Background: an optimization exercise with open tools, aiming at small area and a short achievable clock period. Do not read the settings as production practice.
The RTL was checked by simulation tests, not by an equivalence proof against the original design.
Power is estimated from default activity; no workload was simulated.

### design.v
`timescale 1ns / 1ps
module cla_carry #(
    parameter W = 32,
    parameter L = 5          
    ) (
    input wire [W-1:0] g,
    input wire [W-1:0] p,
    output wire c
    );
    wire [W-1:0] gk [0:L];   
    wire [W-1:0] pk [0:L];   
    assign gk[0] = g;
    assign pk[0] = p;
    genvar k, i;
    generate
        for (k = 1; k <= L; k = k + 1) begin : lvl
            for (i = 0; i < (W >> k); i = i + 1) begin : node
                assign gk[k][i] = gk[k-1][2*i+1] | (pk[k-1][2*i+1] & gk[k-1][2*i]);
                assign pk[k][i] = pk[k-1][2*i+1] & pk[k-1][2*i];
            end
            assign gk[k][W-1:(W >> k)] = {(W - (W >> k)){1'b0}};
            assign pk[k][W-1:(W >> k)] = {(W - (W >> k)){1'b0}};
        end
    endgenerate
    assign c = gk[L][0];
endmodule
`timescale 1ns / 1ps
module hft_fpga_low_latency(
    input wire core_clk,
    input wire reset,
    input wire cfg_we,
    input wire [1:0] cfg_addr,
    input wire [31:0] cfg_wdata,
    input wire [63:0] raw_market_data,
    input wire raw_valid,
    output wire [127:0] mg_tx_data,
    output wire mg_tx_valid
    );
    reg [31:0] threshold_n;      
    reg [31:0] risk_min_n;       
    reg [31:0] risk_max_n;       
    always @(posedge core_clk) begin
        if (reset) begin
            threshold_n <= ~32'd1000;
            risk_min_n <= ~32'd1000;
            risk_max_n <= ~32'd5000;
        end else if (cfg_we) begin
            case (cfg_addr)
                2'd0: threshold_n <= ~cfg_wdata;
                2'd1: risk_min_n <= ~cfg_wdata;
                2'd2: risk_max_n <= ~cfg_wdata;
                default: ;
            endcase
        end
    end
    wire [31:0] price = raw_market_data[31:0];
    wire below_threshold;    
    wire below_min;          
    wire above_max;          
    cla_carry #(.W(32), .L(5)) u_cmp_thr (
        .g(~(threshold_n | price)), .p(~(threshold_n & price)), .c(below_threshold));
    cla_carry #(.W(32), .L(5)) u_cmp_min (
        .g(~(risk_min_n | price)), .p(~(risk_min_n & price)), .c(below_min));
    cla_carry #(.W(32), .L(5)) u_cmp_max (
        .g(price & risk_max_n), .p(price | risk_max_n), .c(above_max));
    wire approve = raw_valid && (raw_market_data[63:56] == 8'h01) &&
                   below_threshold && !below_min && !above_max;
    reg [55:0] order_data;
    always @(posedge core_clk) begin
        order_data <= raw_market_data[55:0];
    end
    reg [31:0] order_seq;
    reg order_valid;
    reg order_count;
    wire [31:0] seq_ones_below;
    assign seq_ones_below[0] = 1'b1;
    genvar gi;
    generate
        for (gi = 1; gi < 32; gi = gi + 1) begin : g_ones
            assign seq_ones_below[gi] = &order_seq[gi-1:0];
        end
    endgenerate
    always @(posedge core_clk) begin
        if (reset) begin
            order_seq <= 32'd0;
            order_count <= 1'b0;
        end else begin
            order_seq <= order_seq ^ ({32{order_count}} & seq_ones_below);
            order_count <= approve;
        end
    end
    always @(posedge core_clk or posedge reset) begin
        if (reset)
            order_valid <= 1'b0;
        else
            order_valid <= approve;
    end
    assign mg_tx_data = {order_seq, 8'h01, order_data, 32'h0000_0000};
    assign mg_tx_valid = order_valid;
endmodule
### flow/run.sh
#!/bin/bash
set -euo pipefail
cts_bufs=$(sed -n 's/^export CTS_BUF_LIST *= *//p' config.mk)
bash standard.sh synth > synth.log 2>&1
bash standard.sh finish \
  BUFFER_PORTS_ARGS="-buffer_cell sky130_fd_sc_hd__buf_1" \
  SKIP_REPAIR_TIE_FANOUT=1 \
  CTS_ARGS="-sink_clustering_enable -repair_clock_nets -dont_use_dummy_load -buf_list {$cts_bufs}" \
  > layout.log 2>&1
### standard.sh
#!/bin/bash
# synth_recipe.tcl (not shown) runs the flow's synth.tcl, then flattens the netlist and writes it again
# the make line also repeats each setting of config.mk as NAME=value (left out here)
make -C /OpenROAD-flow-scripts/flow DESIGN_CONFIG=/design/flow/config.mk WORK_HOME=/design/flow/orfs CLKGATE_MAP_FILE= SYNTH_SCRIPT=/design/flow/synth_recipe.tcl "${@:-finish}"
### config.mk
export PLATFORM = sky130hd
export DESIGN_NAME = hft_fpga_low_latency
export DESIGN_NICKNAME = hft_fpga_low_latency
export VERILOG_FILES = /design/flow/design.v
export SDC_FILE = /design/flow/constraint.sdc
export NUM_CORES = 4
export LEC_CHECK = 0
export ABC_AREA = 1
export CAP_MARGIN = 20
export CORE_MARGIN = 2
export CORE_UTILIZATION = 55
export CTS_BUF_LIST = sky130_fd_sc_hd__clkbuf_4 sky130_fd_sc_hd__clkbuf_8
export SETUP_SLACK_MARGIN = 2.2
export SLEW_MARGIN = 20
### constraint.sdc
create_clock -name core_clock -period 4.0 [get_ports {core_clk}]
set_input_delay 0.8000 -clock core_clock [delete_from_list [all_inputs] [get_ports {core_clk}]]
set_output_delay 0.8000 -clock core_clock [all_outputs]
set_load 0.01 [all_outputs]
==> results.yml, run 1 <==
outcome:
  status: "no timing/DRC/antenna violations"
setup_path:
  max_stage_delay_ps: 370
  cp_num_cells: 1
  path_cells: "buf_2"
  startpoint: "order_seq[16]"
  r2r_slack_ps: 2330
  arrival_ps: 950
  reg2regPathDepth: 9
  path_max_fanout: 6
  end_kind: "primary output"
  cp.buffers_inverters: 1
  startpoint_type: "flip-flop"
  cp_top_family: "flip-flops"
  r2r_start: "order_seq[0]"
  critPathSlowestCell: "dfxtp_4"
  path_class: "flip-flop to primary output"
  critPathRequiredTime_ps: 3200
yosys:
  syn-cell-area_sq_um: 7650
  synth_edf_count: 0
  avgSynthCellArea_sq_um: 7.66
  yosysMostFrequentCell: "nand2_1"
  muxShareOfSynthArea: 0
  synthAdderAreaFrac: 0.00164
  synth_top_family_by_area: "simple AND/OR/NAND/NOR gates"
  synth.distinct_cells: 43
  synth_seq_cells: 186
  netlist_instances: 999
  syn_nets: 1102
  synthXorXnorAreaFrac: 0.00114
  synthArstFlopShare: 0.00538
  yosysSeqAreaShare: 0.487
  yosys.area.top_type: "dfxtp_1"
  synth.cells.most_frequent: "nand2_1, dfxtp_1, a21oi_1"
  synth_compound_area_frac: 0.196
  synth_ff_type: "dfxtp_1"
  synth_top_area_share: 0.484
  netlist_top_cells_area: "dfxtp_1, nand2_1, a21oi_1"
  yosys.area_share.simple: 0.223
  ys_warn_count: 2
timing:
  hold_viol: 0
  final_max_slew_viol_count: 0
  fmax_ghz: 0.570
  fin_setup_tns_ps: 0
  relSlewSlack: 0.329
  rsz0062_at_grt: "yes"
  finalCritPeriodShare: 0.439
  setup_violations: 0
  min_period_ps: 1750
  clock_skew_ps: 13.1
  tightest_slew_ps: 1010
die:
  die_w_microns: 122
  rows: 43
  die_h_microns: 122
  die_area_sq_um: 14900
  pin_count: 231
  initial_core_util: 0.558
  coreArea_sq_um: 13700
clocking:
  root_buffer: "clkbuf_8"
  clkTransAtPathRegs_ps: 80
  cts_max_path_buffers: 2
  clk_latency_ps: 450
  cts_tree: "yes"
  hold_buffers: 0
  cts_htree_levels: 4
  cts_inserted_buffers: 17
  cts.sink_count: 186
global_routing:
  grt-ovfl-total: 0
  grt_start_max_net_pins: 93
  antenna_found_initial: 0
  first_global_vias: 5999
  grt_pass1_wl_microns: 27100
  grt_usage: 0.227
drt:
  wl_met2_microns: 8020
  drt-initial-drc-count: 241
  drtAntennaViolNets: 0
  wl_met1_microns: 7850
  wl_per_cell_microns: 12.7
  routed_wl_microns: 16900
  dr_total_vias: 6803
  top_layer_used: "met4"
  route.detailed.drc: 0
  met3WireLength_microns: 809
  dr.pass1.iters: 5
  vias_per_cell: 5.11
power:
  power.density_nw_per_um2: 371
  power_frac_clock: 0.287
  switching_share: 0.254
  switching_power_mw: 0.823
  p_seq_frac: 0.606
  p_leak_nw: 3.79
  comb_power_share: 0.107
  ir_drop_v: 0.000236
  p_int_mw: 2.42
final_layout:
  fin_util: 0.638
  layout-drive-gt1-share: 0.124
  syn_to_final_growth_pct: 14.4
  nets: 1257
  diodes: 0
run:
  drv_cap: 0
placed_design:
  portBuffers: 190
  place.gp.congestion: 0.817
  dp_hpwl_microns: 12100
hold_path:
  holdCritPathClass: "primary input to async pin"
==> routing by layer <==
metal  vias up  GRT usage
met5         -          0
li1       3590          -
met2       144      0.388
met4         0     0.0704
met3        16     0.0468
met1      3053      0.289
==> cells by family (layout without fill, tap and decap cells) <==
group                    after synthesis  after routing
flip-flops                           186            186
buffers and inverters                137            290
XOR/XNOR                               1              1
adder cells (fa/ha/maj)                1              1
other                                  2              2
AND/OR/NAND/NOR                      382            382
AO/OA/AOI/OAI                        290            290
==> area by class of cell <==
class                      count  area, sq um
tap                          180          225
inverter                      64          251
multi-input combinational    676         3270
fill                        1301         4960
sequential                   186         3790
timing repair buffer         209          978
clock buffer                  17          234
==> cells in the final DEF, fill, tap and decap left out, types with 12 or more instances in the layout <==
| master | instances |
|---|---|
| buf_2 | 17 |
| dfxtp_4 | 12 |
| clkbuf_8 | 17 |
| buf_1 | 151 |
| a21oi_1 | 133 |
| buf_4 | 15 |
| inv_1 | 58 |
| clkbuf_2 | 14 |
| nor2_1 | 101 |
| dfxtp_2 | 17 |
| nand3_1 | 30 |
| o21ai_0 | 128 |
| dfxtp_1 | 156 |
| nand2_1 | 189 |
==> power groups by stage <==
stage          Clock (mW)  Combinational [mW]  Sequential [mW]
2_1_floorplan           0               0.230             2.02
3_3_place_gp            0               0.341             2.01
3_5_place_dp            0               0.345             2.02
4_1_cts             0.963               0.347             1.97
5_1_grt              1.04               0.402             1.98
6_report            0.931               0.349             1.97
==> stage by stage <==
step | instance area, sq um | cells | hold WS [ps] | power [mW] | setup WS (ps)
final | 8760 | 1332 | 427 | 3.25 | 2250
after global routing | 8760 | 1332 | 397 | 3.41 | 2180
after CTS | 8500 | 1319 | 407 | 3.28 | 2200
after detailed placement | 8200 | 1302 | 462 | 2.36 | 1700
after global placement | 8200 | 1302 | 453 | 2.36 | 1740
after floorplan | 7650 | 999 | 442 | 2.25 | 2220
==> sequential cells by signal (all words and copies together) (netlist names) <==
signal,count
threshold_n,32
order_valid,1
risk_max_n,32
order_count,1
order_data,56
order_seq,32
risk_min_n,32
==> timing repair <==
item                                    CTS  global route
setup buffers                             0            13
pin swaps                                 0             5
resized for setup                        47            57
endpoints found under the setup margin   42            75
==> path summary, 6_finish.rpt <==
kind,to
max in group asynchronous,order_valid
setup / recovery,mg_tx_data[112]
hold reg to reg,order_seq[4]
min in group core_clock,order_data[51]
setup reg to reg,order_seq[19]
hold / removal,order_valid
Testbench counts, summed over its fixed seeds: latency cycles 3,243, orders 3,243.
==> run 2, diff against run 1 <==
--- a/config.mk
+++ b/config.mk
@@ -10,5 +10,5 @@
 export CORE_MARGIN = 2
-export CORE_UTILIZATION = 55
+export CORE_UTILIZATION = 40
 export CTS_BUF_LIST = sky130_fd_sc_hd__clkbuf_4 sky130_fd_sc_hd__clkbuf_8
-export SETUP_SLACK_MARGIN = 2.2
+export SETUP_SLACK_MARGIN = 2.16
 export SLEW_MARGIN = 20
==> results.yml, run 2 <==
final_layout:
  final_cell_mix: "nand2_1, buf_1, dfxtp_1"
  fin_util: 0.462
  final_common_cell: "nand2_1"
  largest_reg_flops: 56
  nets: 1252
  syn_to_final_growth_pct: 13.4
  regMostFlops: "order_data"
  layout-drive-gt1-share: 0.0985
clocking:
  root_buffer: "clkbuf_8"
  clk_latency_ps: 460
  cts_max_path_buffers: 2
  clkTransAtPathRegs_ps: 90
  cts_htree_levels: 4
  cts_tree: "yes"
  cts.sink_count: 186
  cts_inserted_buffers: 17
drt:
  routed_wl_microns: 17700
  drtAntennaViolNets: 0
  dr.pass1.iters: 5
  route.detailed.drc: 0
  wl_per_cell_microns: 12.8
  vias_per_cell: 4.91
  drt-initial-drc-count: 246
  dr_total_vias: 6780
timing:
  fin_setup_tns_ps: 0
  rsz0062_at_grt: "yes"
  setup_ws_ps: 2210
  setup_violations: 0
  clock_skew_ps: 26.9
  relSlewSlack: 0.288
  tightest_slew_ps: 1070
  fmax_ghz: 0.560
  final_max_slew_viol_count: 0
  hold_viol: 0
  finalCritPeriodShare: 0.447
  min_period_ps: 1790
yosys:
  yosysSeqAreaShare: 0.487
  yosysMostFrequentCell: "nand2_1"
  ys_warn_count: 2
  syn-cell-area_sq_um: 7650
  netlist_instances: 999
  synth.cells.most_frequent: "nand2_1, dfxtp_1, a21oi_1"
  syn_nets: 1102
  synth_edf_count: 0
  synth_ff_type: "dfxtp_1"
  synth.distinct_cells: 43
  synth_seq_cells: 186
  synth_top_area_share: 0.484
  yosys.area.top_type: "dfxtp_1"
  netlist_top_cells_area: "dfxtp_1, nand2_1, a21oi_1"
  avgSynthCellArea_sq_um: 7.66
  synthArstFlopShare: 0.00538
setup_path:
  cp.buffers_inverters: 1
  cp_top_family: "flip-flops"
  path_class: "flip-flop to primary output"
  path_cells: "clkbuf_2"
  startpoint_type: "flip-flop"
  critPathSlowestCell: "dfxtp_1"
  arrival_ps: 990
  end_kind: "primary output"
  critPathRequiredTime_ps: 3200
  path_max_fanout: 3
  max_stage_delay_ps: 380
global_routing:
  grt-ovfl-total: 0
  grt_util_met2: 0.295
  antenna_found_initial: 1
  grt_start_max_net_pins: 93
  grt.met1_usage: 0.233
  grt_usage: 0.178
  grt_pass1_wl_microns: 28800
  first_global_vias: 5990
  grt_most_used_layer: "met2"
  met3_usage: 0.0394
die:
  rows: 50
  coreArea_sq_um: 18800
  die_h_microns: 142
  initial_core_util: 0.408
  die_area_sq_um: 20300
  die_w_microns: 142
  pin_count: 231
outcome:
  status: "no timing/DRC/antenna violations"
placed_design:
  place_ws_ps: 1550
  dp_hpwl_microns: 12400
  portBuffers: 190
  place.gp.congestion: 0.792
power:
  power.density_nw_per_um2: 376
  switching_power_mw: 0.838
  switching_share: 0.257
  ir_drop_v: 0.000200
  p_int_mw: 2.43
  p_leak_nw: 3.68
  p_seq_frac: 0.603
  comb_power_share: 0.108
  power_frac_clock: 0.289
hold_path:
  holdCritPathClass: "primary input to flip-flop"
run:
  drv_cap: 0
[run 2: worst paths after layout]
check / endpoint / slack [ps] / from / cells after the start
setup / recovery: mg_tx_data[99] / 2210 / order_seq[3] / 1
hold / removal: order_data[33] / 420 / raw_market_data[33] / 1
setup reg to reg: order_seq[19] / 2360 / order_seq[3] / 9
hold reg to reg: order_seq[4] / 470 / order_seq[4] / 1
max in group asynchronous: order_valid / 3200 / reset / 2
min in group asynchronous: order_valid / 450 / reset / 2
[run 2: layer usage]
| metal | up-vias | part of all wire |
|---|---|---|
| li1 | 3586 | - |
| met1 | 3025 | 0.49 |
| met2 | 152 | 0.45 |
| met3 | 17 | 0.045 |
| met4 | 0 | 0.014 |
| met5 | - | 0 |
[run 2: metrics by stage]
stage | total power [mW] | area [sq um] | hold WS [ps] | cells
final | 3.26 | 8670 | 423 | 1382
after global routing | 3.45 | 8670 | 388 | 1381
after CTS | 3.33 | 8550 | 381 | 1375
after detailed placement | 2.36 | 8260 | 460 | 1356
after global placement | 2.36 | 8260 | 452 | 1356
after floorplan | 2.25 | 7650 | 442 | 999
[run 2: power groups by stage]
stage	Combinational (mW)	Sequential, mW	Clock [mW]
2_1_floorplan	0.230	2.02	0
3_3_place_gp	0.344	2.02	0
3_5_place_dp	0.348	2.02	0
4_1_cts	0.351	1.97	1.00
5_1_grt	0.408	1.98	1.06
6_report	0.351	1.97	0.944
[run 2: kinds of logic after synthesis]
family / Yosys count / synth area share
compound gates: 290 / 0.196
buf+inv: 137 / 0.0898
other cells: 2 / 0.000981
flops: 186 / 0.487
xor+xnor: 1 / 0.00114
fa+ha+maj: 1 / 0.00163
simple gates: 382 / 0.223
[run 2: what timing repair did]
action / in CTS / in global routing
buffers inserted: 1 / 6
gates resized for setup: 24 / 37
cloned: 1 / 0
hold buffers: 0 / 0
pin swaps: 0 / 1
setup endpoints to repair: 43 / 71
endpoints found under the hold margin: 0 / 0
[run 2: layout make-up]
type | instances | area [sq um]
sequential | 186 | 3770
antenna | 1 | 2.50
multi-input combinational | 676 | 3260
tap | 234 | 293
fill | 1962 | 10100
timing repair buffer | 203 | 857
clock buffer | 17 | 234
inverter | 64 | 248
timing repair inverter | 1 | 7.51
==> run 3, diff against run 2 <==
--- a/config.mk
+++ b/config.mk
@@ -12,3 +12,3 @@
 export CTS_BUF_LIST = sky130_fd_sc_hd__clkbuf_4 sky130_fd_sc_hd__clkbuf_8
-export SETUP_SLACK_MARGIN = 2.16
+export SETUP_SLACK_MARGIN = 2.19
 export SLEW_MARGIN = 20
==> results.yml, run 3 <==
outcome:
  status: "no timing/DRC/antenna violations"
placed_design:
  portBuffers: 190
  place.gp.congestion: 0.792
  dp_hpwl_microns: 12400
  place_inst: 1356
  dpl_cell_area_sq_um: 8260
  place_ws_ps: 1550
yosys:
  synth_top_area_share: 0.484
  yosysMostFrequentCell: "nand2_1"
  synthArstFlopShare: 0.00538
  avgSynthCellArea_sq_um: 7.66
  ys_warn_count: 2
  synth_seq_cells: 186
  netlist_top_cells_area: "dfxtp_1, nand2_1, a21oi_1"
  syn-cell-area_sq_um: 7650
  synth.distinct_cells: 43
  synth.cells.most_frequent: "nand2_1, dfxtp_1, a21oi_1"
  yosysSeqAreaShare: 0.487
  yosys.area.top_type: "dfxtp_1"
  synth_ff_type: "dfxtp_1"
  netlist_instances: 999
  synth_edf_count: 0
  syn_nets: 1102
setup_path:
  path_class: "flip-flop to primary output"
  critPathRequiredTime_ps: 3200
  r2r-end: "order_seq[22]"
  path_max_fanout: 5
  cp.buffers_inverters: 1
  critPathSlowestCell: "dfxtp_2"
  reg2regPathDepth: 8
  r2r_start: "order_seq[7]"
  arrival_ps: 970
  cp_top_family: "flip-flops"
  r2r_slack_ps: 2350
  path_cells: "buf_2"
  max_stage_delay_ps: 370
  startpoint_type: "flip-flop"
  end_kind: "primary output"
final_layout:
  final_common_cell: "nand2_1"
  regMostFlops: "order_data"
  largest_reg_flops: 56
  final_cell_mix: "nand2_1, dfxtp_1, buf_1"
  final_area_sq_um: 8800
  layout-drive-gt1-share: 0.130
  stdcell_count: 1392
  syn_to_final_growth_pct: 15.0
  nets: 1262
hold_path:
  min_to: "order_data[33]"
  holdCritPathClass: "primary input to flip-flop"
  min_path_cells: 1
  min_from: "raw_market_data[33]"
clocking:
  cts_inserted_buffers: 17
  root_buffer: "clkbuf_8"
  clkTransAtPathRegs_ps: 90
  cts.sink_count: 186
  cts_htree_levels: 4
  cts_max_path_buffers: 2
  clk_latency_ps: 460
  cts_tree: "yes"
timing:
  setup_ws_ps: 2230
  final_max_slew_viol_count: 0
  rsz0062_at_grt: "yes"
  setup_violations: 0
  tightest_slew_ps: 1070
  clock_skew_ps: 27.6
  finalCritPeriodShare: 0.442
  fin_setup_tns_ps: 0
  relSlewSlack: 0.285
  min_period_ps: 1770
  fmax_ghz: 0.566
  hold_viol: 0
global_routing:
  grt-ovfl-total: 0
  first_global_vias: 5994
  grt_pass1_wl_microns: 28900
  antenna_found_initial: 1
  grt_start_max_net_pins: 93
  grt_usage: 0.179
drt:
  dr.pass1.iters: 4
  wl_per_cell_microns: 12.8
  dr_total_vias: 6852
  route.detailed.drc: 0
  vias_per_cell: 4.92
  drt-initial-drc-count: 259
  drtAntennaViolNets: 0
  routed_wl_microns: 17900
die:
  coreArea_sq_um: 18800
  rows: 50
  die_area_sq_um: 20300
  initial_core_util: 0.408
  die_w_microns: 142
  die_h_microns: 142
  pin_count: 231
power:
  p_leak_nw: 3.82
  switching_share: 0.258
  comb_power_share: 0.108
  power_frac_clock: 0.290
  switching_power_mw: 0.843
  ir_drop_v: 0.000201
  power.density_nw_per_um2: 372
  p_total_mw: 3.27
  p_seq_frac: 0.602
  p_int_mw: 2.43
run:
  drv_cap: 0
-- run 3: cell counts after synthesis --
Identical to the previous run, type by type.
-- run 3: power by group through the flow --
stage / Clock (mW) / Combinational (mW) / Sequential [mW]
final: 0.948 / 0.355 / 1.97
after global routing: 1.06 / 0.411 / 1.98
after CTS: 1.00 / 0.352 / 1.97
after detailed placement: 0 / 0.348 / 2.02
after global placement: 0 / 0.344 / 2.02
after floorplan: 0 / 0.230 / 2.02
-- run 3: worst max path at each step --
stage,start,endpoint,slack [ps],cells past startpoint
2_1_floorplan,cfg_addr[0],risk_min_n[10],2220,6
3_3_place_gp,cfg_we,threshold_n[20],1590,8
3_5_place_dp,cfg_addr[1],threshold_n[10],1550,7
4_1_cts,order_seq[23],mg_tx_data[119],2190,1
5_1_grt,order_seq[20],mg_tx_data[116],2180,1
6_report,order_seq[20],mg_tx_data[116],2230,1
-- run 3: area by class of cell --
| cell class | count | area (sq um) |
|---|---|---|
| Multi-Input combinational cell | 676 | 3270 |
| Sequential cell | 186 | 3780 |
| Inverter | 64 | 248 |
| Fill cell | 1948 | 9970 |
| Clock buffer | 17 | 234 |
| Timing Repair Buffer | 213 | 968 |
| Timing Repair inverter | 1 | 7.51 |
| Tap cell | 234 | 293 |
| Antenna cell | 1 | 2.50 |
-- run 3: through the flow --
stage	hold WS, ps	util
CTS	381	0.458
floorplan	442	-
finish	424	0.469
global route	388	0.469
detailed placement	460	0.440
global placement	452	0.440
-- run 3: cell families after synthesis --
kind of cell,after synthesis,synth area share
other,2,0.000981
AND/OR/NAND/NOR,382,0.223
buffers and inverters,137,0.0898
AO/OA/AOI/OAI,290,0.196
flip-flops,186,0.487
XOR/XNOR,1,0.00114
adder cells (fa/ha/maj),1,0.00163
-- run 3: timing repair --
item / in CTS / in global routing
endpoints found under the setup margin: 58 / 95
hold buffers: 0 / 0
cloned: 1 / 0
buffers inserted: 2 / 15
gates resized for setup: 56 / 38
pin swaps: 0 / 6
-- run 3: per-layer routing --
| metal | vias up | part of all wire | track usage |
|---|---|---|---|
| met2 | 171 | 0.45 | 0.296 |
| met4 | 0 | 0.014 | 0.0558 |
| met5 | - | 0 | 0 |
| li1 | 3602 | - | - |
| met1 | 3062 | 0.48 | 0.234 |
| met3 | 17 | 0.048 | 0.0390 |
==> run 4, diff against run 3 <==
--- a/config.mk
+++ b/config.mk
@@ -12,3 +12,4 @@
 export CTS_BUF_LIST = sky130_fd_sc_hd__clkbuf_4 sky130_fd_sc_hd__clkbuf_8
-export SETUP_SLACK_MARGIN = 2.19
+export SETUP_SLACK_MARGIN = 2.22
 export SLEW_MARGIN = 20
+export TNS_END_PERCENT = 20
==> results.yml, run 4 <==
die:
  coreArea_sq_um: 18800
  die_area_sq_um: 20300
  die_h_microns: 142
  die_w_microns: 142
  rows: 50
  pin_count: 231
  initial_core_util: 0.408
timing:
  setup_violations: 0
  clock_skew_ps: 31.0
  fin_setup_tns_ps: 0
  fmax_ghz: 0.557
  min_period_ps: 1800
  relSlewSlack: 0.305
  tightest_slew_ps: 1040
  hold_viol: 0
  final_max_slew_viol_count: 0
  hold_slack_ps: 410
  finalCritPeriodShare: 0.449
  rsz0062_at_grt: "yes"
setup_path:
  critPathSlowestCell: "dfxtp_1"
  reg2regPathDepth: 9
  end_kind: "primary output"
  cp_top_family: "flip-flops"
  r2r-end: "order_seq[19]"
  startpoint_type: "flip-flop"
  arrival_ps: 1000
  path_class: "flip-flop to primary output"
  r2r_slack_ps: 2320
  path_max_fanout: 4
  r2r_start: "order_seq[0]"
  path_cells: "clkbuf_2"
  critPathRequiredTime_ps: 3200
  cp.buffers_inverters: 1
  max_stage_delay_ps: 380
yosys:
  netlist_instances: 999
  synth.distinct_cells: 43
  synth_edf_count: 0
  yosys.area.top_type: "dfxtp_1"
  yosysMostFrequentCell: "nand2_1"
  syn_nets: 1102
  syn-cell-area_sq_um: 7650
  avgSynthCellArea_sq_um: 7.66
  netlist_top_cells_area: "dfxtp_1, nand2_1, a21oi_1"
  yosysSeqAreaShare: 0.487
  synth.cells.most_frequent: "nand2_1, dfxtp_1, a21oi_1"
  synth_ff_type: "dfxtp_1"
  ys_warn_count: 2
  synth_seq_cells: 186
  synth_top_area_share: 0.484
  synthArstFlopShare: 0.00538
placed_design:
  portBuffers: 190
  dp_hpwl_microns: 12500
  dpl_cell_area_sq_um: 8270
  place.gp.congestion: 0.823
drt:
  dr.pass1.iters: 5
  dr_total_vias: 6760
  routed_wl_microns: 17900
  drtAntennaViolNets: 0
  drt-initial-drc-count: 276
  wl_per_cell_microns: 12.8
  vias_per_cell: 4.86
  route.detailed.drc: 0
outcome:
  status: "no timing/DRC/antenna violations"
final_layout:
  syn_to_final_growth_pct: 15.1
  final_common_cell: "nand2_1"
  nets: 1262
  regMostFlops: "order_data"
  final_cell_mix: "nand2_1, dfxtp_1, buf_1"
  final_area_sq_um: 8810
  largest_reg_flops: 56
  layout-drive-gt1-share: 0.105
power:
  p_total_mw: 3.27
  power_frac_clock: 0.291
  p_leak_nw: 3.74
  p_int_mw: 2.43
  switching_power_mw: 0.845
  power.density_nw_per_um2: 371
  ir_drop_v: 0.000218
  p_seq_frac: 0.602
  switching_share: 0.258
  comb_power_share: 0.108
clocking:
  hold_buffers: 0
  clkTransAtPathRegs_ps: 100
  cts_htree_levels: 4
  cts.sink_count: 186
  cts_inserted_buffers: 17
  root_buffer: "clkbuf_8"
  clk_latency_ps: 470
  cts_max_path_buffers: 2
  cts_tree: "yes"
global_routing:
  grt_start_max_net_pins: 93
  first_global_vias: 5963
  grt-ovfl-total: 0
  grt_usage: 0.174
  grt_pass1_wl_microns: 28400
  antenna_found_initial: 1
hold_path:
  min_from: "raw_market_data[52]"
  holdCritPathClass: "primary input to flip-flop"
  min_to: "order_data[52]"
  min_path_cells: 1
run:
  drv_cap: 0
## run 4: metrics by stage
step,utilization,worst slack [ps],instances
2_1_floorplan,-,2240,999
3_3_place_gp,0.441,1610,1356
3_5_place_dp,0.441,1560,1356
4_1_cts,0.456,2090,1378
5_1_grt,0.469,2130,1391
6_report,0.469,2200,1392
## run 4: cell type report
cell class / count / area (sq um)
diodes: 1 / 2.50
flip-flops and latches: 186 / 3770
well taps: 234 / 293
clock buffers: 17 / 234
fillers: 1935 / 9960
inverters: 64 / 248
multi-input cells: 676 / 3280
repair buffers: 213 / 976
repair inverters: 1 / 7.51
## run 4: power groups by stage
stage	Sequential [mW]	Combinational, mW	Clock (mW)
3_5_place_dp	2.02	0.348	0
2_1_floorplan	2.02	0.230	0
3_3_place_gp	2.02	0.344	0
5_1_grt	1.98	0.408	1.07
4_1_cts	1.97	0.351	0.994
6_report	1.97	0.353	0.950
## run 4: how the worst max path moves through the flow
stage / endpoint / cells past startpoint / slack, ps / startpoint
after floorplan: threshold_n[12] / 5 / 2240 / cfg_addr[1]
after global placement: threshold_n[23] / 7 / 1610 / cfg_addr[1]
after detailed placement: threshold_n[11] / 7 / 1560 / cfg_addr[1]
after CTS: mg_tx_data[104] / 1 / 2090 / order_seq[8]
after global routing: mg_tx_data[120] / 1 / 2130 / order_seq[24]
final: mg_tx_data[105] / 1 / 2200 / order_seq[9]
## run 4: routing by layer
metal,global-route usage,part of all wire,vias up
li1,-,-,3590
met1,0.229,0.49,3010
met2,0.288,0.46,148
met3,0.0451,0.048,12
met4,0.0422,0.0086,0
met5,0,0,-
## run 4: timing repair
action | CTS | global route
pin swaps | 1 | 3
gates cloned | 1 | 0
setup endpoints to repair | 73 | 131
setup buffers | 4 | 13
resized for setup | 4 | 73
## run 4: logic make-up after synthesis
logic type / after synthesis / synth area share
AO/OA/AOI/OAI: 290 / 0.196
adder cells (fa/ha/maj): 1 / 0.00163
XOR/XNOR: 1 / 0.00114
flip-flops: 186 / 0.487
AND/OR/NAND/NOR: 382 / 0.223
other: 2 / 0.000981
buffers and inverters: 137 / 0.0898
==> run 5, diff against run 4 <==
--- a/config.mk
+++ b/config.mk
@@ -14,2 +14,2 @@
 export SLEW_MARGIN = 20
-export TNS_END_PERCENT = 20
+export TNS_END_PERCENT = 50
==> results.yml, run 5 <==
global_routing:
  grt_pass1_wl_microns: 28600
  first_global_vias: 6046
  grt_usage: 0.176
  grt-ovfl-total: 0
  antenna_found_initial: 1
  grt_start_max_net_pins: 93
power:
  p_seq_frac: 0.602
  power.density_nw_per_um2: 361
  p_total_mw: 3.27
  ir_drop_v: 0.000217
  p_int_mw: 2.43
  power_frac_clock: 0.289
  p_leak_nw: 3.95
  switching_power_mw: 0.842
  comb_power_share: 0.109
  switching_share: 0.257
timing:
  fin_setup_tns_ps: 0
  min_period_ps: 1760
  rsz0062_at_grt: "yes"
  setup_ws_ps: 2240
  setup_violations: 0
  relSlewSlack: 0.313
  finalCritPeriodShare: 0.440
  hold_slack_ps: 396
  hold_viol: 0
  clock_skew_ps: 29.5
  fmax_ghz: 0.568
  tightest_slew_ps: 1030
  final_max_slew_viol_count: 0
yosys:
  synth_edf_count: 0
  synth_seq_cells: 186
  netlist_top_cells_area: "dfxtp_1, nand2_1, a21oi_1"
  synth_top_area_share: 0.484
  syn-cell-area_sq_um: 7650
  netlist_instances: 999
  yosys.area.top_type: "dfxtp_1"
  synth_ff_type: "dfxtp_1"
  synth.distinct_cells: 43
  synthArstFlopShare: 0.00538
  syn_nets: 1102
  synth.cells.most_frequent: "nand2_1, dfxtp_1, a21oi_1"
  ys_warn_count: 2
  yosysMostFrequentCell: "nand2_1"
  avgSynthCellArea_sq_um: 7.66
  yosysSeqAreaShare: 0.487
clocking:
  cts_htree_levels: 4
  root_buffer: "clkbuf_8"
  cts_tree: "yes"
  cts.sink_count: 186
  clkTransAtPathRegs_ps: 70
  hold_buffers: 0
  cts_inserted_buffers: 17
  clk_latency_ps: 470
  cts_max_path_buffers: 2
drt:
  dr.pass1.iters: 5
  wl_per_cell_microns: 12.8
  drtAntennaViolNets: 0
  route.detailed.drc: 0
  drt-initial-drc-count: 284
  dr_total_vias: 6829
  vias_per_cell: 4.84
  routed_wl_microns: 18000
outcome:
  status: "no timing/DRC/antenna violations"
die:
  pin_count: 231
  coreArea_sq_um: 18800
  rows: 50
  die_h_microns: 142
  die_w_microns: 142
  die_area_sq_um: 20300
  initial_core_util: 0.408
final_layout:
  syn_to_final_growth_pct: 18.7
  fin_util: 0.484
  final_cell_mix: "nand2_1, dfxtp_1, buf_1"
  nets: 1280
  layout-drive-gt1-share: 0.151
  stdcell_count: 1410
  regMostFlops: "order_data"
  largest_reg_flops: 56
  final_common_cell: "nand2_1"
  final_area_sq_um: 9080
setup_path:
  startpoint_type: "flip-flop"
  path_class: "flip-flop to primary output"
  endpoint: "mg_tx_data[126]"
  r2r-end: "order_seq[22]"
  r2r_slack_ps: 2320
  cp_num_cells: 1
  max_stage_delay_ps: 350
  path_max_fanout: 3
  critPathRequiredTime_ps: 3200
  cp.buffers_inverters: 1
  r2r_start: "order_seq[1]"
  path_cells: "buf_1"
  end_kind: "primary output"
  arrival_ps: 960
  critPathSlowestCell: "dfxtp_1"
  startpoint: "order_seq[30]"
  cp_top_family: "flip-flops"
  reg2regPathDepth: 10
placed_design:
  place_inst: 1356
  dp_hpwl_microns: 12500
  dpl_cell_area_sq_um: 8270
  place.gp.congestion: 0.823
  portBuffers: 190
  place_ws_ps: 1560
run:
  drv_cap: 0
hold_path:
  holdCritPathClass: "primary input to async pin"
==> run 5: changes by cell type in the layout (fill, tap and decap cells not counted), sizes merged <==
cell	delta
buf	+18
inv	+1
clkinvlp	-1
==> run 5: what timing repair did <==
item	in CTS	in global routing
cloned	1	0
setup endpoints to repair	73	109
gates resized for setup	25	111
pin swaps	1	10
hold endpoints to repair	0	0
setup buffers	13	21
==> run 5: layout make-up <==
type / count / area [sq um]
repair buffers: 231 / 1220
diodes: 1 / 2.50
multi-input cells: 676 / 3290
clock buffers: 17 / 234
fillers: 1910 / 9690
well taps: 234 / 293
flip-flops and latches: 186 / 3780
repair inverters: 1 / 7.51
inverters: 64 / 244
==> run 5: power by group through the flow <==
| stage | Sequential [mW] | Combinational (mW) | Clock, mW |
|---|---|---|---|
| CTS | 1.97 | 0.351 | 0.994 |
| global placement | 2.02 | 0.344 | 0 |
| floorplan | 2.02 | 0.230 | 0 |
| global route | 1.98 | 0.412 | 1.07 |
| finish | 1.97 | 0.357 | 0.947 |
| detailed placement | 2.02 | 0.348 | 0 |
==> run 5: routing by layer <==
layer	share of wire	GRT usage
met1	0.48	0.228
met2	0.46	0.295
met3	0.054	0.0451
met4	0.0073	0.0422
met5	0	0
==> run 5: worst min-delay path by stage <==
stage	start	to	slack, ps
after CTS	raw_market_data[52]	order_data[52]	380
after global placement	threshold_n[14]	threshold_n[14]	450
after floorplan	risk_max_n[0]	risk_max_n[0]	440
after detailed placement	order_seq[18]	order_seq[18]	460
final	reset	order_valid	400
after global routing	raw_market_data[53]	order_data[53]	370
==> run 5: cell families (layout without fill, tap and decap cells) <==
group | count (synthesis) | in the layout | share of synthesized area
AO/OA/AOI/OAI | 290 | 290 | 0.196
AND/OR/NAND/NOR | 382 | 382 | 0.223
flip-flops | 186 | 186 | 0.487
XOR/XNOR | 1 | 1 | 0.00114
adder cells (fa/ha/maj) | 1 | 1 | 0.00163
buffers and inverters | 137 | 313 | 0.0898
other | 2 | 3 | 0.000981
==> run 6, diff against run 5 <==
--- a/config.mk
+++ b/config.mk
@@ -12,4 +12,3 @@
 export CTS_BUF_LIST = sky130_fd_sc_hd__clkbuf_4 sky130_fd_sc_hd__clkbuf_8
-export SETUP_SLACK_MARGIN = 2.22
+export SETUP_SLACK_MARGIN = 2.2
 export SLEW_MARGIN = 20
-export TNS_END_PERCENT = 50
==> results.yml, run 6 <==
power:
  power.density_nw_per_um2: 368
  p_leak_nw: 3.91
  ir_drop_v: 0.000201
setup_path:
  end_kind: "primary output"
  reg2regPathDepth: 9
  path_cells: "buf_2"
  cp_num_cells: 1
  max_stage_delay_ps: 370
  cp_top_family: "flip-flops"
  startpoint_type: "flip-flop"
  path_max_fanout: 5
  critPathRequiredTime_ps: 3200
  critPathSlowestCell: "dfxtp_2"
  cp.buffers_inverters: 1
  arrival_ps: 960
  path_class: "flip-flop to primary output"
timing:
  fmax_ghz: 0.569
  finalCritPeriodShare: 0.439
  hold_viol: 0
  final_max_slew_viol_count: 0
  tightest_slew_ps: 1080
  min_period_ps: 1760
  setup_violations: 0
  clock_skew_ps: 27.6
  relSlewSlack: 0.279
  rsz0062_at_grt: "no"
  fin_setup_tns_ps: 0
drt:
  routed_wl_microns: 18000
  dr_total_vias: 6872
  drtAntennaViolNets: 0
  dr.pass1.iters: 4
  wl_per_cell_microns: 12.9
  drt-initial-drc-count: 229
  route.detailed.drc: 0
  vias_per_cell: 4.91
yosys:
  ys_warn_count: 2
  synth_top_area_share: 0.484
  synthArstFlopShare: 0.00538
  syn_nets: 1102
  synth.distinct_cells: 43
  yosys.area.top_type: "dfxtp_1"
  netlist_instances: 999
  synth_edf_count: 0
  synth.cells.most_frequent: "nand2_1, dfxtp_1, a21oi_1"
  netlist_top_cells_area: "dfxtp_1, nand2_1, a21oi_1"
  synth_seq_cells: 186
  yosysSeqAreaShare: 0.487
  yosysMostFrequentCell: "nand2_1"
  syn-cell-area_sq_um: 7650
  synth_ff_type: "dfxtp_1"
  avgSynthCellArea_sq_um: 7.66
clocking:
  cts_tree: "yes"
  cts_max_path_buffers: 2
  clkTransAtPathRegs_ps: 90
  hold_buffers: 0
  cts_htree_levels: 4
  root_buffer: "clkbuf_8"
  cts.sink_count: 186
  cts_inserted_buffers: 17
  clk_latency_ps: 460
final_layout:
  stdcell_count: 1399
  nets: 1269
  final_cell_mix: "nand2_1, dfxtp_1, buf_1"
  largest_reg_flops: 56
  layout-drive-gt1-share: 0.147
  regMostFlops: "order_data"
  final_common_cell: "nand2_1"
  nFillCells: 1924
  syn_to_final_growth_pct: 16.3
global_routing:
  grt-ovfl-total: 0
  grt_pass1_wl_microns: 29000
  grt_usage: 0.179
  grt_start_max_net_pins: 93
  first_global_vias: 6023
  antenna_found_initial: 1
placed_design:
  portBuffers: 190
  place_inst: 1356
  place.gp.congestion: 0.792
  dp_hpwl_microns: 12400
die:
  die_area_sq_um: 20300
  pin_count: 231
  die_w_microns: 142
  rows: 50
  initial_core_util: 0.408
  coreArea_sq_um: 18800
  die_h_microns: 142
hold_path:
  min_path_cells: 1
  holdCritPathClass: "primary input to flip-flop"
run:
  drv_cap: 0
outcome:
  status: "no timing/DRC/antenna violations"
[run 6: timing repair]
| action | 4_1_cts | 5_1_grt |
|---|---|---|
| gates cloned | 1 | 0 |
| endpoints found under the hold margin | 0 | 0 |
| pin swaps | 0 | 6 |
| gates resized for setup | 60 | 54 |
| endpoints found under the setup margin | 61 | 107 |
| buffers inserted | 8 | 16 |
[run 6: metrics by stage]
| stage | instance area, sq um | worst slack, ps | hold WS [ps] | power (mW) | utilization |
|---|---|---|---|---|---|
| 6_report | 8900 | 2240 | 424 | 3.27 | 0.474 |
| 3_5_place_dp | 8260 | 1550 | 460 | 2.36 | 0.440 |
| 2_1_floorplan | 7650 | 2220 | 442 | 2.25 | - |
| 4_1_cts | 8650 | 2200 | 381 | 3.32 | 0.461 |
| 3_3_place_gp | 8260 | 1590 | 452 | 2.36 | 0.440 |
| 5_1_grt | 8890 | 2190 | 388 | 3.46 | 0.474 |
[run 6: power breakdown]
part | internal [mW] | switching (mW) | leakage, nW
logic | 0.127 | 0.229 | 2.23
clock network | 0.377 | 0.571 | 0.122
registers | 1.93 | 0.0422 | 1.56
total | 2.43 | 0.843 | 3.91
[run 6: metal layers]
layer	routed length, microns	up-vias	share of wire	track usage
met2	8220	154	0.46	0.298
met4	253	0	0.014	0.0558
li1	-	3615	-	-
met3	825	17	0.046	0.0390
met5	0	-	0	0
met1	8690	3086	0.48	0.234
[run 6: layout make-up]
cell class	count	area, sq um	area share
multi-input cells	676	3280	0.368
diodes	1	2.50	0.000281
repair buffers	220	1050	0.119
clock buffers	17	234	0.0263
flip-flops and latches	186	3780	0.425
inverters	64	248	0.0278
well taps	234	293	0.0329
repair inverters	1	7.51	0.000844
[run 6: final timing paths]
path,startpoint,to,slack (ps)
worst min-delay path,raw_market_data[33],order_data[33],420
min in group asynchronous,reset,order_valid,450
worst max-delay path,order_seq[4],mg_tx_data[100],2240
max in group asynchronous,reset,order_valid,3210
worst min register to register,threshold_n[30],threshold_n[30],470
worst max register to register,order_count,order_seq[19],2370
[run 6: kinds of logic after synthesis]
family                   Yosys count  synth area share
flip-flops                       186             0.487
adder cells (fa/ha/maj)            1           0.00163
AND/OR/NAND/NOR                  382             0.223
XOR/XNOR                           1           0.00114
AO/OA/AOI/OAI                    290             0.196
buffers and inverters            137            0.0898
other                              2          0.000981
==> run 7, diff against run 6 <==
--- a/config.mk
+++ b/config.mk
@@ -12,3 +12,3 @@
 export CTS_BUF_LIST = sky130_fd_sc_hd__clkbuf_4 sky130_fd_sc_hd__clkbuf_8
-export SETUP_SLACK_MARGIN = 2.2
+export SETUP_SLACK_MARGIN = 2.18
 export SLEW_MARGIN = 20
==> results.yml, run 7 <==
die:
  coreArea_sq_um: 18800
  die_area_sq_um: 20300
  rows: 50
  die_h_microns: 142
  die_w_microns: 142
  initial_core_util: 0.408
  pin_count: 231
yosys:
  synth_edf_count: 0
  muxShareOfSynthArea: 0
  synth.distinct_cells: 43
  synthXorXnorAreaFrac: 0.00114
  synth_seq_cells: 186
  synthAdderAreaFrac: 0.00164
  yosys.area_share.simple: 0.223
  yosysMostFrequentCell: "nand2_1"
  synth_compound_area_frac: 0.196
  synth.cells.most_frequent: "nand2_1, dfxtp_1, a21oi_1"
  avgSynthCellArea_sq_um: 7.66
  ys_warn_count: 2
  yosys.area.top_type: "dfxtp_1"
  syn-cell-area_sq_um: 7650
  synthArstFlopShare: 0.00538
  synth_top_family_by_area: "simple AND/OR/NAND/NOR gates"
  yosysSeqAreaShare: 0.487
  syn_nets: 1102
  netlist_top_cells_area: "dfxtp_1, nand2_1, a21oi_1"
  synth_ff_type: "dfxtp_1"
  netlist_instances: 999
  synth_top_area_share: 0.484
timing:
  clock_skew_ps: 27.0
  hold_viol: 0
  fin_setup_tns_ps: 0
  fmax_ghz: 0.568
  final_max_slew_viol_count: 0
  rsz0062_at_grt: "yes"
  setup_violations: 0
  finalCritPeriodShare: 0.440
  tightest_slew_ps: 1060
  min_period_ps: 1760
  relSlewSlack: 0.295
  setup_ws_ps: 2240
  hold_slack_ps: 423
setup_path:
  reg2regPathDepth: 8
  critPathSlowestCell: "dfxtp_2"
  r2r-end: "order_seq[31]"
  path_max_fanout: 4
  path_class: "flip-flop to primary output"
  arrival_ps: 960
  r2r_start: "order_seq[7]"
  cp.buffers_inverters: 1
  startpoint: "order_seq[17]"
  end_kind: "primary output"
  startpoint_type: "flip-flop"
  max_stage_delay_ps: 370
  cp_top_family: "flip-flops"
  critPathRequiredTime_ps: 3200
  r2r_slack_ps: 2360
  path_cells: "clkbuf_2"
outcome:
  status: "no timing/DRC/antenna violations"
run:
  drv_cap: 0
placed_design:
  place.gp.congestion: 0.792
  dpl_cell_area_sq_um: 8260
  portBuffers: 190
  place_ws_ps: 1550
  place_inst: 1356
  dp_hpwl_microns: 12400
drt:
  dr_total_vias: 6818
  wl_per_cell_microns: 12.8
  vias_per_cell: 4.91
  drtAntennaViolNets: 0
  routed_wl_microns: 17800
  drt-initial-drc-count: 244
  dr.pass1.iters: 4
  route.detailed.drc: 0
final_layout:
  largest_reg_flops: 56
  final_area_sq_um: 8760
  final_common_cell: "nand2_1"
  nets: 1258
  regArea_sq_um: 3780
  multi_input_area_sq_um: 3270
  regMostFlops: "order_data"
  fin_util: 0.467
  nFillCells: 1955
  layout-drive-gt1-share: 0.120
  final_cell_mix: "nand2_1, dfxtp_1, buf_1"
  stdcell_count: 1388
  syn_to_final_growth_pct: 14.5
global_routing:
  grt_usage: 0.179
  first_global_vias: 5998
  grt_start_max_net_pins: 93
  grt-ovfl-total: 0
  grt_pass1_wl_microns: 28900
  antenna_found_initial: 1
hold_path:
  min_from: "raw_market_data[33]"
  min_to: "order_data[33]"
  min_path_cells: 1
  holdCritPathClass: "primary input to flip-flop"
clocking:
  root_buffer: "clkbuf_8"
  clk_latency_ps: 460
  cts_htree_levels: 4
  cts_inserted_buffers: 17
  hold_buffers: 0
  cts_max_path_buffers: 2
  cts.sink_count: 186
  cts_tree: "yes"
  clkTransAtPathRegs_ps: 90
power:
  p_total_mw: 3.27
  ir_drop_v: 0.000201
  p_leak_nw: 3.78
  power.density_nw_per_um2: 373
-- run 7: cell counts after synthesis --
No cell type changed its count.
-- run 7: repair_timing --
| action | CTS | global route |
|---|---|---|
| buffers inserted | 2 | 11 |
| setup endpoints to repair | 52 | 94 |
| cloned | 1 | 0 |
| gates resized for setup | 41 | 42 |
| pin swaps | 0 | 1 |
-- run 7: per-layer routing --
layer | up-vias | routed length (microns) | GRT usage
met1 | 3042 | 8620 | 0.234
met4 | 0 | 253 | 0.0558
met3 | 17 | 807 | 0.0390
li1 | 3599 | - | -
met5 | - | 0 | 0
met2 | 160 | 8090 | 0.296
-- run 7: worst register-to-register path: stages (launching register included) --
cell,delay [ps]
dfxtp_1,360
inv_1,140
nor3_1,190
nand2_1,110
nor3_4,200
buf_12,150
nand4_1,100
or2_0,220
a21oi_1,110
-- run 7: power breakdown --
group	internal [mW]	leakage [nW]	total (mW)	switching, mW
sequential	1.93	1.56	1.97	0.0421
clock	0.377	0.122	0.946	0.570
combinational	0.124	2.10	0.351	0.228
total	2.43	3.78	3.27	0.839
-- run 7: area by class of cell --
type	count	share of cell area
timing repair inverter	1	0.000857
antenna	1	0.000286
clock buffer	17	0.0267
multi-input combinational	676	0.373
timing repair buffer	209	0.106
inverter	64	0.0283
sequential	186	0.432
tap	234	0.0334
-- run 7: cells by family after synthesis --
family,after synthesis
DFF,186
AOI/OAI and AO/OA,290
other,2
xor gates and xnor gates,1
adders and majority gates,1
and+or+nand+nor,382
buffers and inverters,137
-- run 7: how the worst max path moves through the flow --
| stage | endpoint | slack [ps] | depth (start not counted) |
|---|---|---|---|
| 2_1_floorplan | risk_min_n[10] | 2220 | 6 |
| 3_3_place_gp | threshold_n[20] | 1590 | 8 |
| 3_5_place_dp | threshold_n[10] | 1550 | 7 |
| 4_1_cts | order_count | 2180 | 10 |
| 5_1_grt | order_count | 2150 | 12 |
| 6_report | mg_tx_data[113] | 2240 | 1 |
==> run 8, diff against run 7 <==
--- a/config.mk
+++ b/config.mk
@@ -14 +14,2 @@
 export SLEW_MARGIN = 20
+export TNS_END_PERCENT = 50
==> results.yml, run 8 <==
global_routing:
  first_global_vias: 5998
  grt_start_max_net_pins: 93
  grt-ovfl-total: 0
  grt_pass1_wl_microns: 28900
  antenna_found_initial: 1
  grt_usage: 0.179
clocking:
  clk_latency_ps: 460
  cts_htree_levels: 4
  hold_buffers: 0
  cts_tree: "yes"
  cts_inserted_buffers: 17
  cts_max_path_buffers: 2
  root_buffer: "clkbuf_8"
  clkTransAtPathRegs_ps: 90
  cts.sink_count: 186
drt:
  wl_per_cell_microns: 12.8
  drtAntennaViolNets: 0
  drt-initial-drc-count: 262
  dr.pass1.iters: 4
  dr_total_vias: 6794
  vias_per_cell: 4.91
  routed_wl_microns: 17700
  route.detailed.drc: 0
final_layout:
  nFillCells: 1965
  fin_util: 0.463
  layout-drive-gt1-share: 0.0949
  final_cell_mix: "nand2_1, buf_1, dfxtp_1"
  nets: 1254
  syn_to_final_growth_pct: 13.5
  regMostFlops: "order_data"
  largest_reg_flops: 56
  final_common_cell: "nand2_1"
timing:
  final_max_slew_viol_count: 0
  tightest_slew_ps: 1070
  setup_violations: 0
  setup_ws_ps: 2190
  hold_viol: 0
  fmax_ghz: 0.551
  finalCritPeriodShare: 0.453
  rsz0062_at_grt: "yes"
  min_period_ps: 1810
  relSlewSlack: 0.289
  clock_skew_ps: 28.1
  hold_slack_ps: 423
  fin_setup_tns_ps: 0
yosys:
  netlist_instances: 999
  syn_nets: 1102
  synth_ff_type: "dfxtp_1"
  synthArstFlopShare: 0.00538
  synth_edf_count: 0
  yosysMostFrequentCell: "nand2_1"
  synth_seq_cells: 186
  syn-cell-area_sq_um: 7650
  synth.cells.most_frequent: "nand2_1, dfxtp_1, a21oi_1"
  avgSynthCellArea_sq_um: 7.66
  yosys.area.top_type: "dfxtp_1"
  synth.distinct_cells: 43
  ys_warn_count: 2
  netlist_top_cells_area: "dfxtp_1, nand2_1, a21oi_1"
  synth_top_area_share: 0.484
  yosysSeqAreaShare: 0.487
setup_path:
  cp_top_family: "flip-flops"
  path_cells: "buf_1"
  critPathRequiredTime_ps: 3200
  critPathSlowestCell: "dfxtp_1"
  max_stage_delay_ps: 380
  arrival_ps: 1010
  path_max_fanout: 3
  startpoint_type: "flip-flop"
  path_class: "flip-flop to primary output"
  cp.buffers_inverters: 1
  end_kind: "primary output"
placed_design:
  place_ws_ps: 1550
  portBuffers: 190
  dp_hpwl_microns: 12400
  place.gp.congestion: 0.792
die:
  die_area_sq_um: 20300
  die_h_microns: 142
  coreArea_sq_um: 18800
  die_w_microns: 142
  rows: 50
  pin_count: 231
  initial_core_util: 0.408
power:
  ir_drop_v: 0.000200
  switching_power_mw: 0.841
  power.density_nw_per_um2: 376
  p_int_mw: 2.43
  switching_share: 0.257
  power_frac_clock: 0.290
  p_leak_nw: 3.69
  p_seq_frac: 0.603
  p_total_mw: 3.27
  comb_power_share: 0.108
hold_path:
  holdCritPathClass: "primary input to flip-flop"
run:
  drv_cap: 0
outcome:
  status: "no timing/DRC/antenna violations"
## run 8: cell count changes in the layout (fill, tap and decap cells not counted), moves of 2 or more
cell,previous run,this run
buf_1,152,167
buf_2,18,6
dfxtp_1,158,167
dfxtp_2,20,12
buf_4,17,13
clkbuf_2,19,17
## run 8: per-layer routing
metal  part of all wire  up-vias  global-route usage  routed length (microns)
met1               0.49     3023               0.234                     8650
li1                   -     3592                   -                        -
met2               0.45      162               0.296                     8000
met3              0.047       17              0.0390                      841
met4              0.014        0              0.0558                      253
met5                  0        -                   0                        0
## run 8: repair_timing
action,in CTS,in global routing
setup endpoints to repair,52,97
gates resized for setup,14,42
setup buffers,2,7
pin swaps,0,1
cloned,1,0
## run 8: layout make-up
type | count | area (sq um) | share of cell area
repair buffers | 205 | 871 | 0.100
diodes | 1 | 2.50 | 0.000288
clock buffers | 17 | 234 | 0.0269
inverters | 64 | 248 | 0.0285
multi-input cells | 676 | 3260 | 0.376
repair inverters | 1 | 7.51 | 0.000864
flip-flops and latches | 186 | 3770 | 0.434
well taps | 234 | 293 | 0.0337
## run 8: power by group through the flow
stage / clock (mW) / combinational, mW / sequential, mW
floorplan: 0 / 0.230 / 2.02
finish: 0.948 / 0.351 / 1.97
global placement: 0 / 0.344 / 2.02
global route: 1.06 / 0.408 / 1.98
CTS: 1.00 / 0.351 / 1.97
detailed placement: 0 / 0.348 / 2.02
## run 8: path summary, 6_finish.rpt
path	from	end	slack, ps	cells past startpoint
worst max-delay path	order_seq[15]	mg_tx_data[111]	2190	1
worst min-delay path	raw_market_data[33]	order_data[33]	420	1
worst max register to register	order_seq[7]	order_seq[21]	2360	8
worst min register to register	threshold_n[30]	threshold_n[30]	470	2
max in group asynchronous	reset	order_valid	3200	2
min in group asynchronous	reset	order_valid	450	2
## run 8: kinds of logic after synthesis
group | Yosys count | share of synthesized area
other | 2 | 0.000981
AO/OA/AOI/OAI | 290 | 0.196
AND/OR/NAND/NOR | 382 | 0.223
flip-flops | 186 | 0.487
XOR/XNOR | 1 | 0.00114
buffers and inverters | 137 | 0.0898
adder cells (fa/ha/maj) | 1 | 0.00163
## run 8: stage by stage
stage | std cells | cell area [sq um]
after floorplan | 999 | 7650
after global placement | 1356 | 8260
after detailed placement | 1356 | 8260
after CTS | 1376 | 8540
after global routing | 1383 | 8680
final | 1384 | 8690
==> run 9, diff against run 8 <==
--- a/config.mk
+++ b/config.mk
@@ -12,4 +12,4 @@
 export CTS_BUF_LIST = sky130_fd_sc_hd__clkbuf_4 sky130_fd_sc_hd__clkbuf_8
+export GPL_ROUTABILITY_DRIVEN = 0
 export SETUP_SLACK_MARGIN = 2.18
 export SLEW_MARGIN = 20
-export TNS_END_PERCENT = 50
==> results.yml, run 9 <==
yosys:
  netlist_top_cells_area: "dfxtp_1, nand2_1, a21oi_1"
  ys_warn_count: 2
  synth.cells.most_frequent: "nand2_1, dfxtp_1, a21oi_1"
  synth_ff_type: "dfxtp_1"
  synth_seq_cells: 186
  netlist_instances: 999
  syn_nets: 1102
  yosysMostFrequentCell: "nand2_1"
  synth.distinct_cells: 43
  synth_edf_count: 0
  synthArstFlopShare: 0.00538
  avgSynthCellArea_sq_um: 7.66
  synth_top_area_share: 0.484
  syn-cell-area_sq_um: 7650
  yosys.area.top_type: "dfxtp_1"
  yosysSeqAreaShare: 0.487
drt:
  wl_per_cell_microns: 12.8
  drt-initial-drc-count: 244
  dr_total_vias: 6818
  drtAntennaViolNets: 0
  dr.pass1.iters: 4
  routed_wl_microns: 17800
  vias_per_cell: 4.91
  route.detailed.drc: 0
clocking:
  cts_htree_levels: 4
  clk_latency_ps: 460
  hold_buffers: 0
  cts_tree: "yes"
  cts_inserted_buffers: 17
  cts_max_path_buffers: 2
  root_buffer: "clkbuf_8"
  clkTransAtPathRegs_ps: 90
  cts.sink_count: 186
timing:
  finalCritPeriodShare: 0.440
  hold_slack_ps: 423
  fin_setup_tns_ps: 0
  relSlewSlack: 0.295
  rsz0062_at_grt: "yes"
  hold_viol: 0
  min_period_ps: 1760
  fmax_ghz: 0.568
  clock_skew_ps: 27.0
  tightest_slew_ps: 1060
  final_max_slew_viol_count: 0
  setup_violations: 0
run:
  drv_cap: 0
placed_design:
  dp_hpwl_microns: 12400
  place_inst: 1356
  portBuffers: 190
setup_path:
  cp_top_family: "flip-flops"
  end_kind: "primary output"
  startpoint_type: "flip-flop"
  path_max_fanout: 4
  critPathSlowestCell: "dfxtp_2"
  critPathRequiredTime_ps: 3200
  arrival_ps: 960
  max_stage_delay_ps: 370
  cp.buffers_inverters: 1
  path_class: "flip-flop to primary output"
  path_cells: "clkbuf_2"
global_routing:
  first_global_vias: 5998
  grt_usage: 0.179
  grt_start_max_net_pins: 93
  grt-ovfl-total: 0
  antenna_found_initial: 1
  grt_pass1_wl_microns: 28900
final_layout:
  stdcell_count: 1388
  final_common_cell: "nand2_1"
  layout-drive-gt1-share: 0.120
  regMostFlops: "order_data"
  syn_to_final_growth_pct: 14.5
  final_cell_mix: "nand2_1, dfxtp_1, buf_1"
  nFillCells: 1955
  largest_reg_flops: 56
  nets: 1258
power:
  ir_drop_v: 0.000201
  p_leak_nw: 3.78
  power.density_nw_per_um2: 373
die:
  pin_count: 231
  rows: 50
  die_h_microns: 142
  die_area_sq_um: 20300
  die_w_microns: 142
  initial_core_util: 0.408
  coreArea_sq_um: 18800
outcome:
  status: "no timing/DRC/antenna violations"
hold_path:
  holdCritPathClass: "primary input to flip-flop"
## run 9: final cells by class
type                    count  area [sq um]  share of cell area
diodes                      1          2.50            0.000286
clock buffers              17           234              0.0267
inverters                  64           248              0.0283
multi-input cells         676          3270               0.373
flip-flops and latches    186          3780               0.432
well taps                 234           293              0.0334
repair buffers            209           926               0.106
repair inverters            1          7.51            0.000857
## run 9: path summary, 6_finish.rpt
path	from	to	slack, ps	cells after the start
setup reg to reg	order_seq[7]	order_seq[31]	2360	8
max in group asynchronous	reset	order_valid	3210	2
min in group asynchronous	reset	order_valid	450	2
hold reg to reg	threshold_n[30]	threshold_n[30]	470	2
setup / recovery	order_seq[17]	mg_tx_data[113]	2240	1
hold / removal	raw_market_data[33]	order_data[33]	420	1
## run 9: per-layer routing
layer | up-vias | global-route usage | share of wire
met2 | 160 | 0.296 | 0.46
met4 | 0 | 0.0558 | 0.014
li1 | 3599 | - | -
met3 | 17 | 0.0390 | 0.045
met5 | - | 0 | 0
met1 | 3042 | 0.234 | 0.49
## run 9: report_power, final
| group | total (mW) | internal, mW | leakage, nW | switching (mW) |
|---|---|---|---|---|
| Sequential | 1.97 | 1.93 | 1.56 | 0.0421 |
| Clock | 0.946 | 0.377 | 0.122 | 0.570 |
| Combinational | 0.351 | 0.124 | 2.10 | 0.228 |
| Total | 3.27 | 2.43 | 3.78 | 0.839 |
## run 9: kinds of logic after synthesis
| logic type | share of synthesized area |
|---|---|
| flip-flops | 0.487 |
| buffers and inverters | 0.0898 |
| AND/OR/NAND/NOR | 0.223 |
| other | 0.000981 |
| AO/OA/AOI/OAI | 0.196 |
| XOR/XNOR | 0.00114 |
| adder cells (fa/ha/maj) | 0.00163 |
## run 9: timing repair
item,4_1_cts,5_1_grt
setup endpoints to repair,52,94
pin swaps,0,1
resized for setup,41,42
setup buffers,2,11
cloned,1,0
## run 9: stage by stage
step / utilization / power [mW] / setup slack [ps] / cell area, sq um
2_1_floorplan: - / 2.25 / 2220 / 7650
3_3_place_gp: 0.440 / 2.36 / 1590 / 8260
3_5_place_dp: 0.440 / 2.36 / 1550 / 8260
4_1_cts: 0.457 / 3.32 / 2180 / 8580
5_1_grt: 0.467 / 3.45 / 2150 / 8760
6_report: 0.467 / 3.27 / 2240 / 8760
==> run 10, diff against run 9 <==
--- a/config.mk
+++ b/config.mk
@@ -10,5 +10,4 @@
 export CORE_MARGIN = 2
-export CORE_UTILIZATION = 40
+export CORE_UTILIZATION = 65
 export CTS_BUF_LIST = sky130_fd_sc_hd__clkbuf_4 sky130_fd_sc_hd__clkbuf_8
-export GPL_ROUTABILITY_DRIVEN = 0
 export SETUP_SLACK_MARGIN = 2.18
==> results.yml, run 10 <==
setup_path:
  max_stage_delay_ps: 240
  path_max_fanout: 36
  path_class: "primary input to flip-flop"
  critPathSlowestCell: "nor3_1"
  critPathRequiredTime_ps: 4320
  cp.buffers_inverters: 5
  path_cells: "buf_1 -> inv_1 -> nor3_1 -> buf_4 -> clkinvlp_4 -> buf_6 -> a21oi_1 -> o21ai_0"
  startpoint_type: "primary input"
  end_kind: "flip-flop"
  r2r_start: "order_seq[7]"
  startpoint: "cfg_addr[0]"
  cp_top_family: "buffers and inverters"
  arrival_ps: 2130
clocking:
  cts_htree_levels: 4
  hold_buffers: 0
  clk_latency_ps: 460
  cts_tree: "yes"
  cts.sink_count: 186
  cts_max_path_buffers: 2
  cts_inserted_buffers: 17
  clkTransAtPathRegs_ps: 100
  root_buffer: "clkbuf_8"
die:
  die_h_microns: 113
  rows: 39
  initial_core_util: 0.667
  coreArea_sq_um: 11500
  die_w_microns: 113
  pin_count: 231
  die_area_sq_um: 12700
drt:
  drt-initial-drc-count: 484
  drtAntennaViolNets: 0
  route.detailed.drc: 0
  vias_per_cell: 5.40
  dr_total_vias: 6989
  wl_per_cell_microns: 13.6
  dr.pass1.iters: 5
  routed_wl_microns: 17600
timing:
  min_period_ps: 1800
  relSlewSlack: 0.337
  final_max_slew_viol_count: 0
  hold_viol: 0
  tightest_slew_ps: 994
  fmax_ghz: 0.555
  setup_ws_ps: 2200
  clock_skew_ps: 22.2
  finalCritPeriodShare: 0.451
  setup_violations: 0
  fin_setup_tns_ps: 0
  hold_slack_ps: 420
  rsz0062_at_grt: "yes"
final_layout:
  regArea_sq_um: 3760
  nFillCells: 962
  final_common_cell: "nand2_1"
  regMostFlops: "order_data"
  multi_input_area_sq_um: 3290
  largest_reg_flops: 56
  diodes: 0
  syn_to_final_growth_pct: 12.5
  final_cell_mix: "nand2_1, dfxtp_1, buf_1"
  layout-drive-gt1-share: 0.105
  nets: 1256
  fin_util: 0.751
  final_area_sq_um: 8610
  stdcell_count: 1294
yosys:
  synth.cells.most_frequent: "nand2_1, dfxtp_1, a21oi_1"
  ys_warn_count: 2
  avgSynthCellArea_sq_um: 7.66
  synth_ff_type: "dfxtp_1"
  yosysMostFrequentCell: "nand2_1"
  yosys.area.top_type: "dfxtp_1"
  synthArstFlopShare: 0.00538
  synth.distinct_cells: 43
  syn-cell-area_sq_um: 7650
  synth_seq_cells: 186
  yosysSeqAreaShare: 0.487
  netlist_top_cells_area: "dfxtp_1, nand2_1, a21oi_1"
  netlist_instances: 999
  synth_edf_count: 0
  syn_nets: 1102
  synth_top_area_share: 0.484
global_routing:
  grt_pass1_wl_microns: 27500
  grt_usage: 0.265
  grt-ovfl-total: 0
  antenna_found_initial: 0
  first_global_vias: 6110
  grt_start_max_net_pins: 93
run:
  drv_cap: 0
power:
  p_int_mw: 2.43
  switching_share: 0.254
  comb_power_share: 0.111
  p_seq_frac: 0.605
  switching_power_mw: 0.826
  power.density_nw_per_um2: 378
  p_total_mw: 3.26
  ir_drop_v: 0.000286
  p_leak_nw: 3.72
  power_frac_clock: 0.283
placed_design:
  place.gp.congestion: 0.839
  dp_hpwl_microns: 12000
  place_ws_ps: 1470
  place_inst: 1264
  dpl_cell_area_sq_um: 8140
  portBuffers: 190
hold_path:
  min_from: "raw_market_data[32]"
  holdCritPathClass: "primary input to flip-flop"
outcome:
  status: "no timing/DRC/antenna violations"
[run 10: cell families (layout without fill, tap and decap cells)]
group                      Yosys count  in the layout  share of synthesized area
adders and majority gates            1              1                    0.00163
xor gates and xnor gates             1              1                    0.00114
AOI/OAI and AO/OA                  290            290                      0.196
and+or+nand+nor                    382            384                      0.223
DFF                                186            186                      0.487
other                                2              2                   0.000981
buffers and inverters              137            287                     0.0898
[run 10: final timing paths]
path	endpoint	slack [ps]	depth (start not counted)
min	order_data[32]	420	1
max	risk_min_n[26]	2200	8
max reg2reg	order_seq[31]	2320	8
min reg2reg	order_seq[4]	460	1
min in group asynchronous	order_valid	440	2
max in group asynchronous	order_valid	3230	2
[run 10: worst reg2reg max path: cells and delay by family (launching register included)]
| family | cells | cell delay [ps] |
|---|---|---|
| AOI/OAI and AO/OA | 1 | 110 |
| DFF | 1 | 340 |
| and+or+nand+nor | 5 | 900 |
| buffers and inverters | 2 | 270 |
[run 10: power groups by stage]
stage                     registers [mW]  clock network, mW  logic, mW
after global placement              2.01                  0      0.336
after floorplan                     2.02                  0      0.230
final                               1.97              0.923      0.362
after global routing                1.98               1.01      0.410
after detailed placement            2.02                  0      0.343
after CTS                           1.97              0.944      0.349
[run 10: area by class of cell]
type,count,share of cell area
Multi-Input combinational cell,678,0.382
Timing Repair inverter,1,0.000872
Inverter,64,0.0296
Tap cell,143,0.0208
Timing Repair Buffer,205,0.103
Clock buffer,17,0.0272
Sequential cell,186,0.437
[run 10: per-layer routing]
layer / GRT usage / routed length (microns) / vias to the layer above
met3: 0.0497 / 750 / 27
met5: 0 / 0 / -
li1: - / - / 3581
met1: 0.324 / 7620 / 3166
met2: 0.472 / 8890 / 215
met4: 0.0854 / 305 / 0
[run 10: what timing repair did]
item / CTS / global route
gates resized for setup: 34 / 29
endpoints found under the setup margin: 91 / 56
pin swaps: 1 / 1
buffers inserted: 4 / 5
gates cloned: 1 / 3

## afterwards: timing with drivers on the ports
The results above use ideal ports. As a check the final layouts listed here were re-extracted and re-timed, cells and wires unchanged.
Step 1: set_driving_cell puts a clkbuf_16 on core_clk and a buf_2 on each other input, an assumption about the parent block.
Step 2 adds t to the input delays and takes it off the output delays; t is the mean of the earliest and latest rising clock arrival at the registers after step 1. Input paths then give back, and output paths get back, about the clock's delay inside the block.
Three values: ideal ports, drivers, drivers and shift; two values: the first two.
| run | t, ns | setup WS [ns] | hold WS [ns] | clock arrival spread, ns | worst slew at a driven data input, ns |
|---|---|---|---|---|---|
| run 1 | 0.479 | 2.246 / 2.209 / 1.864 | 0.427 / 0.414 / 0.466 | 0.021 / 0.020 | 0.05 |
| run 2 | 0.479 | 2.213 / 2.178 / 1.793 | 0.423 / 0.410 / 0.467 | 0.033 / 0.032 | 0.07 |
| run 3 | 0.479 | 2.234 / 2.198 / 1.854 | 0.424 / 0.411 / 0.469 | 0.032 / 0.032 | 0.07 |
| run 4 | 0.489 | 2.203 / 2.168 / 1.845 | 0.410 / 0.397 / 0.474 | 0.035 / 0.034 | 0.06 |
| run 5 | 0.487 | 2.240 / 2.204 / 1.842 | 0.396 / 0.384 / 0.468 | 0.033 / 0.033 | 0.06 |
| run 6 | 0.479 | 2.243 / 2.207 / 1.866 | 0.424 / 0.411 / 0.471 | 0.032 / 0.033 | 0.07 |
| run 7 | 0.480 | 2.240 / 2.204 / 1.842 | 0.423 / 0.410 / 0.470 | 0.033 / 0.033 | 0.07 |
| run 8 | 0.480 | 2.186 / 2.151 / 1.842 | 0.423 / 0.410 / 0.470 | 0.033 / 0.033 | 0.07 |
| run 9 | 0.480 | 2.240 / 2.204 / 1.842 | 0.423 / 0.410 / 0.470 | 0.033 / 0.033 | 0.07 |
| run 10 | 0.481 | 2.198 / 2.182 / 1.731 | 0.420 / 0.410 / 0.462 | 0.030 / 0.030 | 0.06 |
After both steps every run listed still meets setup and hold. For run 10, which loses most, drivers alone change the setup slack by -0.016 ns; drivers and shift together by -0.467 ns.
